Context: an optimization exercise on an open-source flow, tuned for small area and a short achievable clock period. The choices shown serve that exercise and are no tape-out recipe.
The RTL was checked by simulation tests, not by an equivalence proof against the original design.
Power and IR drop assume default switching activity.

## amber
Design PPCPU, start of the top module:
module PPCPU (
    input Clk,
    input Clrn,
    output [31:0] imem_addr,
    input  [31:0] imem_data,
    output        dmem_we,
    output        dmem_re,
    output [31:0] dmem_addr,
    output [31:0] dmem_wdata,
    input  [31:0] dmem_rdata,
    output        wb_we,
    output [ 4:0] wb_rw,
    output [31:0] wb_data
);
Size: roughly 3900 cells after synthesis, about 200 I/O pins, roughly 55000 um^2 of cells after synthesis.
export LEC_CHECK = 0
export CAP_MARGIN = 20
export CORE_MARGIN = 2
export CORE_UTILIZATION = 45
export CTS_BUF_LIST = sky130_fd_sc_hd__clkbuf_16
export CTS_CLUSTER_DIAMETER = 100
export CTS_CLUSTER_SIZE = 24
export SLEW_MARGIN = 20
export SYNTH_HIERARCHICAL = 1
create_clock -name core_clock -period 13.0 [get_ports {Clk}]
standard.sh (not shown) runs the stock make flow with config.mk's settings and CLKGATE_MAP_FILE= SYNTH_SCRIPT=/design/flow/synth_recipe.tcl, a recipe that flattens the netlist after the stock synthesis.
==> flow/flow/run.sh <==
#!/bin/bash
# Layout flow: the standard ORFS flow (standard.sh, synthesis unchanged)
# with a setup-slack margin so that timing repair aims below the clock
# period, and plain buf_2 cells as the port buffers. The clock period and
# all constraints are the standard flow's own.
export SETUP_SLACK_MARGIN=9.5
export BUFFER_PORTS_ARGS="-buffer_cell sky130_fd_sc_hd__buf_2"
bash standard.sh > standard.log 2>&1
Modified inputs, violet compared to amber
- CAP_MARGIN: 20 -> 5
- SLEW_MARGIN: 20 -> 5
diff --git a/flow/flow/run.sh b/flow/flow/run.sh
--- a/flow/flow/run.sh
+++ b/flow/flow/run.sh
@@ -4,5 +4,5 @@
 # period, and plain buf_2 cells as the port buffers. The clock period and
 # all constraints are the standard flow's own.
-export SETUP_SLACK_MARGIN=9.5
+export SETUP_SLACK_MARGIN=9
 export BUFFER_PORTS_ARGS="-buffer_cell sky130_fd_sc_hd__buf_2"
 bash standard.sh > standard.log 2>&1
Findings:
No stage failed in violet, and the final checks on the layout all came back clean. Compared with amber, violet shows total of cells resized after clock tree synthesis that has gone down by more than half. violet vs amber, portion of total power attributed to combinational logic went down by 5.9 points. The cell depth of the worst flop-to-flop path of violet falls short of that of amber by 2. Relative to amber, wire length the detailed router placed on met1 decreased by about 2.5% in violet. Summary of violet over amber: design area fell 3.7%; area of the die about even.


PPCPU, a different RTL version from the one above (not shown whole).
Size in the first run: ~5000 cells after synthesis, ~54000 um2 of cells after synthesis.
clock: 13.0 ns
lec_check: 0
cap_margin: 20
core_margin: 2
core_utilization: 45
cts_buf_list: sky130_fd_sc_hd__clkbuf_16
cts_cluster_diameter: 100
cts_cluster_size: 24
gpl_timing_driven: 0
slew_margin: 20
synth_hierarchical: 1
==> flow/flow/run.sh <==
#!/bin/bash
# Layout flow: the standard ORFS flow (standard.sh, synthesis unchanged)
# with a setup-slack margin so that timing repair aims below the clock
# period, and plain buf_2 cells as the port buffers. The clock period and
# all constraints are the standard flow's own.
export SETUP_SLACK_MARGIN=9
export BUFFER_PORTS_ARGS="-buffer_cell sky130_fd_sc_hd__buf_2"
bash standard.sh > standard.log 2>&1
The starting point went through all stages and came out clean.
Then changed:
Settings changed: CAP_MARGIN 20 to 5, GPL_TIMING_DRIVEN 0 to not set, SLEW_MARGIN 20 to 5.
- cell count shrinks by about 1%
- worst setup slack got worse by 9.3 ps
- total power grows by 1.2%
- global-route usage grows by 1.3 points
- count of clock-buffer cells in the layout grows by 1
- wire length grows by 3.7%
Then changed:
Settings changed: CORE_UTILIZATION 45 to 55.
The changed run passed the timing, DRC and antenna checks.
Global-route usage increases by 6.4 points.
Non-clock buffer count decreases by 16.
Clock skew decreases by 8.4 ps.
Utilization increases by 11 points.
Area after synthesis stays the same.
Routed wire length decreases by about 4.4%.
Clock-buffer cell count decreases by 2.
Then changed:
Settings changed: CAP_MARGIN 5 to 20, CORE_UTILIZATION 55 to 45, SLEW_MARGIN 5 to 20.
Total power rises by 2.0%.
Count of clock-buffer cells in the layout rises by 2.
Worst setup slack gets better by 25 ps.
Register-to-register slack gets worse by 70 ps.
Wire length rises by 4.6%.
Global-route usage falls by 6.4 points.
Non-clock buffer count rises by 16.
Worst hold slack gets better by 6.8 ps.

-- what the ideal ports hide --
In the flow no input, the clock included, has a driving cell. The finished layouts below were timed again as built, in two steps.
Step 1 (the two cells are an assumption about what drives the block):
set clk [get_ports {Clk}]
set_driving_cell -lib_cell sky130_fd_sc_hd__clkbuf_16 $clk
set_driving_cell -lib_cell sky130_fd_sc_hd__buf_2 [delete_from_list [all_inputs] $clk]
Step 2 moves the port delays by t, midway between the first and last clock arrival at a register: inputs arrive t later, outputs are due t later. That takes back most of the time a late clock gives input paths.
Three values: ideal ports, drivers, drivers and shift; two values: the first two.
run	t (ns)	setup WS [ns]	hold slack, ns	pins driven straight from the clock port
amber	0.758	9.060 / 8.983 / 8.999	0.398 / 0.398 / 0.398	1
violet	0.746	9.013 / 8.941 / 8.627	0.394 / 0.394 / 0.394	1
the first run of note 2	0.761	9.022 / 8.943 / 8.464	0.424 / 0.424 / 0.424	1
the second run of note 2	0.762	9.013 / 8.939 / 8.806	0.428 / 0.428 / 0.428	1
the third run of note 2	0.754	8.988 / 8.907 / 8.566	0.421 / 0.421 / 0.421	1
the fourth run of note 2	0.762	9.013 / 8.939 / 8.806	0.428 / 0.428 / 0.428	1
After both steps setup and hold are still met in every run listed. For the first run of note 2, which loses most, drivers alone change the setup slack by -0.079 ns; drivers and shift together by -0.558 ns.
